Context: an optimization exercise on an open-source flow, tuned for small area and a short achievable clock period. The choices shown serve that exercise and are no tape-out recipe. RTL that was checked went through simulation tests only; none was proved equivalent to the original. No activity file was given, so power comes from the tool's default toggle rates.

Setup of job 105:
// multiplier_logic
module multiplier_logic (
    input  wire        clk,
    input  wire        rst_n,
    input  wire [15:0] a,
    input  wire [15:0] b,
    output reg  [31:0] y
);
clock: 4.5 ns
lec_check: 0
cap_margin: 20
core_margin: 2
core_utilization: 40
cts_cluster_diameter: 60
cts_cluster_size: 50
setup_slack_margin: 2.5
slew_margin: 20
synth_hierarchical: 1
synth_minimum_keep_size: 0
run.sh (not shown) runs the stock make flow with config.mk's settings and CLKGATE_MAP_FILE= SYNTH_SCRIPT=/design/flow/synth_recipe.tcl, a recipe that flattens the netlist after the stock synthesis.
The flow did not stop early for job 105: all stages ran, and the layout cleared the timing, design-rule and antenna checks.
For job 103, these inputs were changed with respect to job 105:
--- a/flow/design.v
+++ b/flow/design.v
@@ -664,27 +664,27 @@
   wire s465 = r3_c398 ^ r3_s401;
   wire c466 = r3_c398 & r3_s401;
   wire s467 = r3_c406 ^ r3_c408;
   wire c468 = r3_c406 & r3_c408;
   wire s469 = r3_c416 ^ r3_c418;
   wire c470 = r3_c416 & r3_c418;
   wire s471 = r3_c424 ^ r3_c426;
   wire c472 = r3_c424 & r3_c426;
   wire [31:0] ra = {r3_c444, r3_s443, r3_c440, r3_s439, r3_c436, r3_s435, r3_s431, r3_s427, r3_s425, r3_s421, r3_s417, r3_s411, r3_s407, c464, r3_s397, r3_s393, c460, c458, c456, c454, c452, c450, c448, c446, r3_r2_s213, r3_c366, r3_s365, r3_s361, r3_s357, r3_r2_s199, r3_r2_s195, r3_r2_s193};
   wire [31:0] rb = {r3_r2_s355, 1'b0, r3_s441, 1'b0, r3_s437, 1'b0, c472, s471, c470, s469, c468, s467, c466, s465, s463, c462, s461, s459, s457, s455, s453, s451, s449, s447, s445, r3_s367, 1'b0, 1'b0, 1'b0, 1'b0, 1'b0, 1'b0};
-  wire [20:0] plo = ra[19:0] + rb[19:0];
-  reg [20:0] r4_plo;
-  reg [11:0] r4_ha, r4_hb;
-  always @(posedge clk) begin r4_plo <= plo; r4_ha <= ra[31:20]; r4_hb <= rb[31:20]; end
-  wire [12:0] phs = {r4_ha, r4_plo[20]} + {r4_hb, r4_plo[20]};
-  wire [11:0] phi = phs[12:1];
-  wire [31:0] prod = {phi, r4_plo[19:0]};
+  wire [22:0] plo = ra[21:0] + rb[21:0];
+  reg [22:0] r4_plo;
+  reg [9:0] r4_ha, r4_hb;
+  always @(posedge clk) begin r4_plo <= plo; r4_ha <= ra[31:22]; r4_hb <= rb[31:22]; end
+  wire [10:0] phs = {r4_ha, r4_plo[22]} + {r4_hb, r4_plo[22]};
+  wire [9:0] phi = phs[10:1];
+  wire [31:0] prod = {phi, r4_plo[21:0]};
   always @(posedge clk) begin
     r1_a0 <= a[0];
     r1_a1 <= a[1];
     r1_a2 <= a[2];
     r1_a3 <= a[3];
     r1_a4 <= a[4];
     r1_a5 <= a[5];
     r1_a6 <= a[6];
     r1_a7 <= a[7];
     r1_a8 <= a[8];
## What came out
- Against job 105, job 103 reports a worst setup slack that is lower.
- Summary: with job 105 as the reference, placed cell count in job 103 moved down slightly.
- In the final reports, the cell area of job 103 is larger than that of job 105.
- Run comparison: job 105 uppermost layer routed met4; job 103 uppermost layer routed met5
- NOTE post-detailed-placement half-perimeter wirelength job 105->job 103 decreased by a few percent
- Note that the total of plain and repair buffers excluding clock buffers recorded for job 105 amounts to 0.921 times the value seen in job 103.
- Where total design power is concerned, job 105 is better than job 103.
- Changes observed in job 103 relative to job 105: count of instances resized after the clock tree is built saw a decrease; overall global routing resource usage saw a decrease.
For job 103, only the layout was checked, not whether the RTL still works.

========
multiplier_logic with an RTL version that a note above also has.
For scale: roughly 1,000 cells after synthesis, about 270 flip-flops, roughly 66 I/O pins, ~12,000 um^2 of cells after synthesis.
Settings: LEC_CHECK=0, CAP_MARGIN=20, CORE_MARGIN=2, CORE_UTILIZATION=40, CTS_CLUSTER_DIAMETER=60, CTS_CLUSTER_SIZE=50, PLACE_DENSITY=0.7, SETUP_SLACK_MARGIN=2.5, SLEW_MARGIN=20, SYNTH_HIERARCHICAL=1, SYNTH_MINIMUM_KEEP_SIZE=0; clock period 4.5 ns.
standard.sh (not shown) runs the stock make flow with config.mk's settings and CLKGATE_MAP_FILE= SYNTH_SCRIPT=/design/flow/synth_recipe.tcl, a recipe that flattens the netlist after the stock synthesis.
==> flow/flow/run.sh <==
#!/bin/bash
# Layout: the standard flow (standard.sh) with two changes to how it is
# built, none to what is built or measured:
#  - the port buffers that global placement inserts are plain buf_1 cells
#    (repair_timing still resizes any that timing needs);
#  - clock tree synthesis runs with the settings of config.mk
#    (CTS_CLUSTER_SIZE 50, CTS_CLUSTER_DIAMETER 60) but inserts no dummy
#    load cells.
# All tool output goes to standard_flow.log here; ORFS's per-step logs stay
# under orfs/logs/.
set -euo pipefail
export BUFFER_PORTS_ARGS="-buffer_cell sky130_fd_sc_hd__buf_1"
export CTS_ARGS="-sink_clustering_enable -repair_clock_nets -sink_clustering_size 50 -sink_clustering_max_diameter 60 -dont_use_dummy_load"
bash standard.sh > standard_flow.log 2>&1
The starting point completed with no timing, DRC or antenna violations.
Then changed:
--- a/flow/design.v
+++ b/flow/design.v
@@ -663,29 +663,29 @@
   wire c464 = r3_c392 & r3_c394;
   wire s465 = r3_c398 ^ r3_s401;
   wire c466 = r3_c398 & r3_s401;
   wire s467 = r3_c406 ^ r3_c408;
   wire c468 = r3_c406 & r3_c408;
   wire s469 = r3_c416 ^ r3_c418;
   wire c470 = r3_c416 & r3_c418;
   wire s471 = r3_c424 ^ r3_c426;
   wire c472 = r3_c424 & r3_c426;
   wire [31:0] ra = {r3_c444, r3_s443, r3_c440, r3_s439, r3_c436, r3_s435, r3_s431, r3_s427, r3_s425, r3_s421, r3_s417, r3_s411, r3_s407, c464, r3_s397, r3_s393, c460, c458, c456, c454, c452, c450, c448, c446, r3_r2_s213, r3_c366, r3_s365, r3_s361, r3_s357, r3_r2_s199, r3_r2_s195, r3_r2_s193};
   wire [31:0] rb = {r3_r2_s355, 1'b0, r3_s441, 1'b0, r3_s437, 1'b0, c472, s471, c470, s469, c468, s467, c466, s465, s463, c462, s461, s459, s457, s455, s453, s451, s449, s447, s445, r3_s367, 1'b0, 1'b0, 1'b0, 1'b0, 1'b0, 1'b0};
-  wire [22:0] plo = ra[21:0] + rb[21:0];
-  reg [22:0] r4_plo;
-  reg [9:0] r4_ha, r4_hb;
-  always @(posedge clk) begin r4_plo <= plo; r4_ha <= ra[31:22]; r4_hb <= rb[31:22]; end
-  wire [10:0] phs = {r4_ha, r4_plo[22]} + {r4_hb, r4_plo[22]};
-  wire [9:0] phi = phs[10:1];
-  wire [31:0] prod = {phi, r4_plo[21:0]};
+  wire [18:0] plo = ra[17:0] + rb[17:0];
+  reg [18:0] r4_plo;
+  reg [13:0] r4_ha, r4_hb;
+  always @(posedge clk) begin r4_plo <= plo; r4_ha <= ra[31:18]; r4_hb <= rb[31:18]; end
+  wire [14:0] phs = {r4_ha, r4_plo[18]} + {r4_hb, r4_plo[18]};
+  wire [13:0] phi = phs[14:1];
+  wire [31:0] prod = {phi, r4_plo[17:0]};
   always @(posedge clk) begin
     r1_a0 <= a[0];
     r1_a1 <= a[1];
     r1_a2 <= a[2];
     r1_a3 <= a[3];
     r1_a4 <= a[4];
     r1_a5 <= a[5];
     r1_a6 <= a[6];
     r1_a7 <= a[7];
     r1_a8 <= a[8];
     r1_a9 <= a[9];
Result: Utilization decreases by 1.2 points; clock-buffer cell count drops by 3; sequential share of layout area grows by 0.68 points; die area grows by 1.5%; power came out lower by 3.9%; design area decreases by 0.33%; critical path depth goes down by 2; wire length went up by 1.4%; setup slack degrades by 0.0036 ns; via count rises by 2.1%; clock skew hardly moves; final cell count increases by 1.0%.
No run of this note included a check of the RTL's function; only the layout flow was run.

========
multiplier_logic, a different RTL version from the one above (not shown whole).
Size in the first run: about 1000 cells after synthesis, about 260 flip-flops, ~66 I/O pins, roughly 12000 um2 of cells after synthesis.
clock: 4.5 ns
lec_check: 0
cap_margin: 20
core_margin: 2
core_utilization: 40
setup_slack_margin: 2.5
slew_margin: 20
synth_hierarchical: 1
synth_minimum_keep_size: 0
run.sh (not shown) runs the stock make flow with config.mk's settings and CLKGATE_MAP_FILE= SYNTH_SCRIPT=/design/flow/synth_recipe.tcl, a recipe that flattens the netlist after the stock synthesis.
Stock flow here: none of the scripts above is used.
Rerun with:
--- a/flow/design.v
+++ b/flow/design.v
@@ -664,23 +664,26 @@
   wire s465 = r3_c398 ^ r3_s401;
   wire c466 = r3_c398 & r3_s401;
   wire s467 = r3_c406 ^ r3_c408;
   wire c468 = r3_c406 & r3_c408;
   wire s469 = r3_c416 ^ r3_c418;
   wire c470 = r3_c416 & r3_c418;
   wire s471 = r3_c424 ^ r3_c426;
   wire c472 = r3_c424 & r3_c426;
   wire [31:0] ra = {r3_c444, r3_s443, r3_c440, r3_s439, r3_c436, r3_s435, r3_s431, r3_s427, r3_s425, r3_s421, r3_s417, r3_s411, r3_s407, c464, r3_s397, r3_s393, c460, c458, c456, c454, c452, c450, c448, c446, r3_r2_s213, r3_c366, r3_s365, r3_s361, r3_s357, r3_r2_s199, r3_r2_s195, r3_r2_s193};
   wire [31:0] rb = {r3_r2_s355, 1'b0, r3_s441, 1'b0, r3_s437, 1'b0, c472, s471, c470, s469, c468, s467, c466, s465, s463, c462, s461, s459, s457, s455, s453, s451, s449, s447, s445, r3_s367, 1'b0, 1'b0, 1'b0, 1'b0, 1'b0, 1'b0};
-  wire [31:0] prod = ra + rb;
-  reg [31:0] q4;
-  always @(posedge clk) q4 <= prod;
+  wire [22:0] plo = ra[21:0] + rb[21:0];
+  reg [22:0] r4_plo;
+  reg [9:0] r4_ha, r4_hb;
+  always @(posedge clk) begin r4_plo <= plo; r4_ha <= ra[31:22]; r4_hb <= rb[31:22]; end
+  wire [9:0] phi = r4_ha + r4_hb + r4_plo[22];
+  wire [31:0] prod = {phi, r4_plo[21:0]};
   always @(posedge clk) begin
     r1_a0 <= a[0];
     r1_a1 <= a[1];
     r1_a2 <= a[2];
     r1_a3 <= a[3];
     r1_a4 <= a[4];
     r1_a5 <= a[5];
     r1_a6 <= a[6];
     r1_a7 <= a[7];
     r1_a8 <= a[8];
@@ -868,18 +871,18 @@
     r3_r2_s355 <= r2_s355;
     r3_c444 <= c444;
   end
   reg [3:0] v;
   always @(posedge clk) begin
     if (!rst_n) begin
       v <= 4'd0;
       y <= 32'd0;
     end else begin
       v <= {v[2:0], 1'b1};
-      y <= v[3] ? q4 : 32'd0;
+      y <= v[3] ? prod : 32'd0;
     end
   end
 endmodule
 module mult_fa (input wire x, input wire y, input wire z, output wire s, output wire c);
   assign s = x ^ y ^ z;
   assign c = (x & y) | (x & z) | (y & z);
 endmodule
Clock-buffer cell count is lower by 2.
Sequential power is higher by about 2%.
Core utilization is lower by 2.1 points.
Setup slack gains 0.30 ns.
Die area is higher by 0.42%.
Register-to-register slack gains 0.30 ns.
Sequential share of layout area is higher by 1.9 points.
Final area is lower by 2.3%.
Non-clock buffer count is lower by 21.
Wire length is lower by 4.3%.
Via count is lower by 2.4%.
Cell count is lower by 1.6%.
Worst hold slack stays flat.
No run of this note included a check of the RTL's function; only the layout flow was run.

========
Another version of the RTL of multiplier_logic (not shown whole).
Size: roughly 270 flip-flops.
Settings: LEC_CHECK=0, CAP_MARGIN=20, CORE_MARGIN=2, CORE_UTILIZATION=40, SETUP_SLACK_MARGIN=2.5, SLEW_MARGIN=20, SYNTH_HIERARCHICAL=1, SYNTH_MINIMUM_KEEP_SIZE=0; clock period 4.5 ns.
The first run completed without violations.
Rerun with:
--- a/flow/design.v
+++ b/flow/design.v
@@ -665,24 +665,24 @@
   wire c466 = r3_c398 & r3_s401;
   wire s467 = r3_c406 ^ r3_c408;
   wire c468 = r3_c406 & r3_c408;
   wire s469 = r3_c416 ^ r3_c418;
   wire c470 = r3_c416 & r3_c418;
   wire s471 = r3_c424 ^ r3_c426;
   wire c472 = r3_c424 & r3_c426;
   wire [31:0] ra = {r3_c444, r3_s443, r3_c440, r3_s439, r3_c436, r3_s435, r3_s431, r3_s427, r3_s425, r3_s421, r3_s417, r3_s411, r3_s407, c464, r3_s397, r3_s393, c460, c458, c456, c454, c452, c450, c448, c446, r3_r2_s213, r3_c366, r3_s365, r3_s361, r3_s357, r3_r2_s199, r3_r2_s195, r3_r2_s193};
   wire [31:0] rb = {r3_r2_s355, 1'b0, r3_s441, 1'b0, r3_s437, 1'b0, c472, s471, c470, s469, c468, s467, c466, s465, s463, c462, s461, s459, s457, s455, s453, s451, s449, s447, s445, r3_s367, 1'b0, 1'b0, 1'b0, 1'b0, 1'b0, 1'b0};
-  wire [20:0] plo = ra[19:0] + rb[19:0];
-  reg [20:0] r4_plo;
-  reg [11:0] r4_ha, r4_hb;
-  always @(posedge clk) begin r4_plo <= plo; r4_ha <= ra[31:20]; r4_hb <= rb[31:20]; end
-  wire [11:0] phi = r4_ha + r4_hb + r4_plo[20];
-  wire [31:0] prod = {phi, r4_plo[19:0]};
+  wire [16:0] plo = ra[15:0] + rb[15:0];
+  reg [16:0] r4_plo;
+  reg [15:0] r4_ha, r4_hb;
+  always @(posedge clk) begin r4_plo <= plo; r4_ha <= ra[31:16]; r4_hb <= rb[31:16]; end
+  wire [15:0] phi = r4_ha + r4_hb + r4_plo[16];
+  wire [31:0] prod = {phi, r4_plo[15:0]};
   always @(posedge clk) begin
     r1_a0 <= a[0];
     r1_a1 <= a[1];
     r1_a2 <= a[2];
     r1_a3 <= a[3];
     r1_a4 <= a[4];
     r1_a5 <= a[5];
     r1_a6 <= a[6];
     r1_a7 <= a[7];
The new run finished clean.
Routed wire length rises by 4.5%.
Area after synthesis rises by 0.81%.
Power falls by 4.1%.
Worst setup slack improves by 0.019 ns.
Global-route usage rises by 0.72 points.
First-iteration DRC count rises by 11%.
Register-to-register slack improves by 0.02 ns.
Design area falls by 1.2%.

========
## wip/zinc
RTL: one of the versions met above, not the one the previous note started from.
Size: roughly 1000 cells after synthesis, ~66 I/O pins, roughly 12000 um^2 of cells after synthesis.
make LEC_CHECK=0 CAP_MARGIN=20 CORE_MARGIN=2 CORE_UTILIZATION=40 CTS_CLUSTER_DIAMETER=60 CTS_CLUSTER_SIZE=50 SETUP_SLACK_MARGIN=2.5 SLEW_MARGIN=20 SYNTH_HIERARCHICAL=1 SYNTH_MINIMUM_KEEP_SIZE=0 finish   # period 4.5 ns
### wip/zinc -> wip/garnet
--- a/flow/design.v
+++ b/flow/design.v
@@ -670,17 +670,18 @@
   wire s471 = r3_c424 ^ r3_c426;
   wire c472 = r3_c424 & r3_c426;
   wire [31:0] ra = {r3_c444, r3_s443, r3_c440, r3_s439, r3_c436, r3_s435, r3_s431, r3_s427, r3_s425, r3_s421, r3_s417, r3_s411, r3_s407, c464, r3_s397, r3_s393, c460, c458, c456, c454, c452, c450, c448, c446, r3_r2_s213, r3_c366, r3_s365, r3_s361, r3_s357, r3_r2_s199, r3_r2_s195, r3_r2_s193};
   wire [31:0] rb = {r3_r2_s355, 1'b0, r3_s441, 1'b0, r3_s437, 1'b0, c472, s471, c470, s469, c468, s467, c466, s465, s463, c462, s461, s459, s457, s455, s453, s451, s449, s447, s445, r3_s367, 1'b0, 1'b0, 1'b0, 1'b0, 1'b0, 1'b0};
   wire [16:0] plo = ra[15:0] + rb[15:0];
   reg [16:0] r4_plo;
   reg [15:0] r4_ha, r4_hb;
   always @(posedge clk) begin r4_plo <= plo; r4_ha <= ra[31:16]; r4_hb <= rb[31:16]; end
-  wire [15:0] phi = r4_ha + r4_hb + r4_plo[16];
+  wire [16:0] phs = {r4_ha, r4_plo[16]} + {r4_hb, r4_plo[16]};
+  wire [15:0] phi = phs[16:1];
   wire [31:0] prod = {phi, r4_plo[15:0]};
   always @(posedge clk) begin
     r1_a0 <= a[0];
     r1_a1 <= a[1];
     r1_a2 <= a[2];
     r1_a3 <= a[3];
     r1_a4 <= a[4];
     r1_a5 <= a[5];
## What came out
Delta (wip/garnet minus wip/zinc): total wire length after detailed routing shrank by 160 um, final standard cell area without fillers grew by about 2.4%, met1 capacity usage during global routing grew by 0.52 points, post-route total power held steady. When wip/garnet is set beside wip/zinc, its routed wire length per instance turns out to be about 1.7% smaller. Against wip/zinc, wip/garnet comes in 0.86 points lower on share of cell area taken by flip-flops and latches. [compare] base=wip/zinc new=wip/garnet: post-synthesis compound-gate area fraction barely changed, area fraction in and, or, nand and nor cells after synthesis dropped 0.34 points.
Function not checked in wip/garnet: the RTL went through the layout flow alone.

[separate check: timing with driven ports]
The results above use ideal ports. As a check the final layouts listed here were re-extracted and re-timed, cells and wires unchanged.
Step 1 sets driving cells, clkbuf_16 on the clock port and buf_2 on the other inputs (assumed; they add their load-dependent delay and slew).
Step 2, shift: input delay + t, output delay - t, t = (earliest + latest rising clock arrival at the registers) / 2. This alone moves slack from input paths to output paths.
Three values: no drivers, after step 1, after step 2; two values: the first two.
| run | t (ns) | setup WS [ns] | hold WS [ns] | worst register clock-pin slew, ns | worst data-port slew with drivers (ns) |
|---|---|---|---|---|---|
| job 105 | 0.572 | 2.535 / 2.492 / 2.052 | 0.321 / 0.321 / 0.321 | 0.10 / 0.10 | 0.03 |
| job 103 | 0.575 | 2.491 / 2.491 / 2.169 | 0.324 / 0.324 / 0.324 | 0.09 / 0.09 | 0.04 |
| the first run of note 2 | 0.535 | 2.421 / 2.421 / 2.421 | 0.305 / 0.305 / 0.305 | 0.10 / 0.10 | 0.04 |
| the second run of note 2 | 0.530 | 2.417 / 2.417 / 2.119 | 0.312 / 0.312 / 0.312 | 0.10 / 0.10 | 0.03 |
| the first run of note 3 | 0.579 | 2.166 / 2.166 / 2.087 | 0.325 / 0.325 / 0.325 | 0.07 / 0.07 | 0.03 |
| the second run of note 3 | 0.590 | 2.465 / 2.465 / 2.173 | 0.325 / 0.325 / 0.325 | 0.06 / 0.06 | 0.04 |
| the first run of note 4 | 0.589 | 2.477 / 2.477 / 2.094 | 0.325 / 0.325 / 0.325 | 0.07 / 0.07 | 0.04 |
| the second run of note 4 | 0.578 | 2.496 / 2.494 / 2.106 | 0.319 / 0.319 / 0.319 | 0.07 / 0.07 | 0.03 |
| wip/zinc | 0.555 | 2.484 / 2.484 / 2.085 | 0.327 / 0.327 / 0.327 | 0.08 / 0.08 | 0.03 |
| wip/garnet | 0.552 | 2.486 / 2.486 / 2.244 | 0.323 / 0.323 / 0.323 | 0.08 / 0.08 | 0.03 |
After both steps setup and hold are still met in every run listed. The setup slack of job 105, which loses most, moves by -0.043 ns with the drivers and by -0.483 ns with both steps.
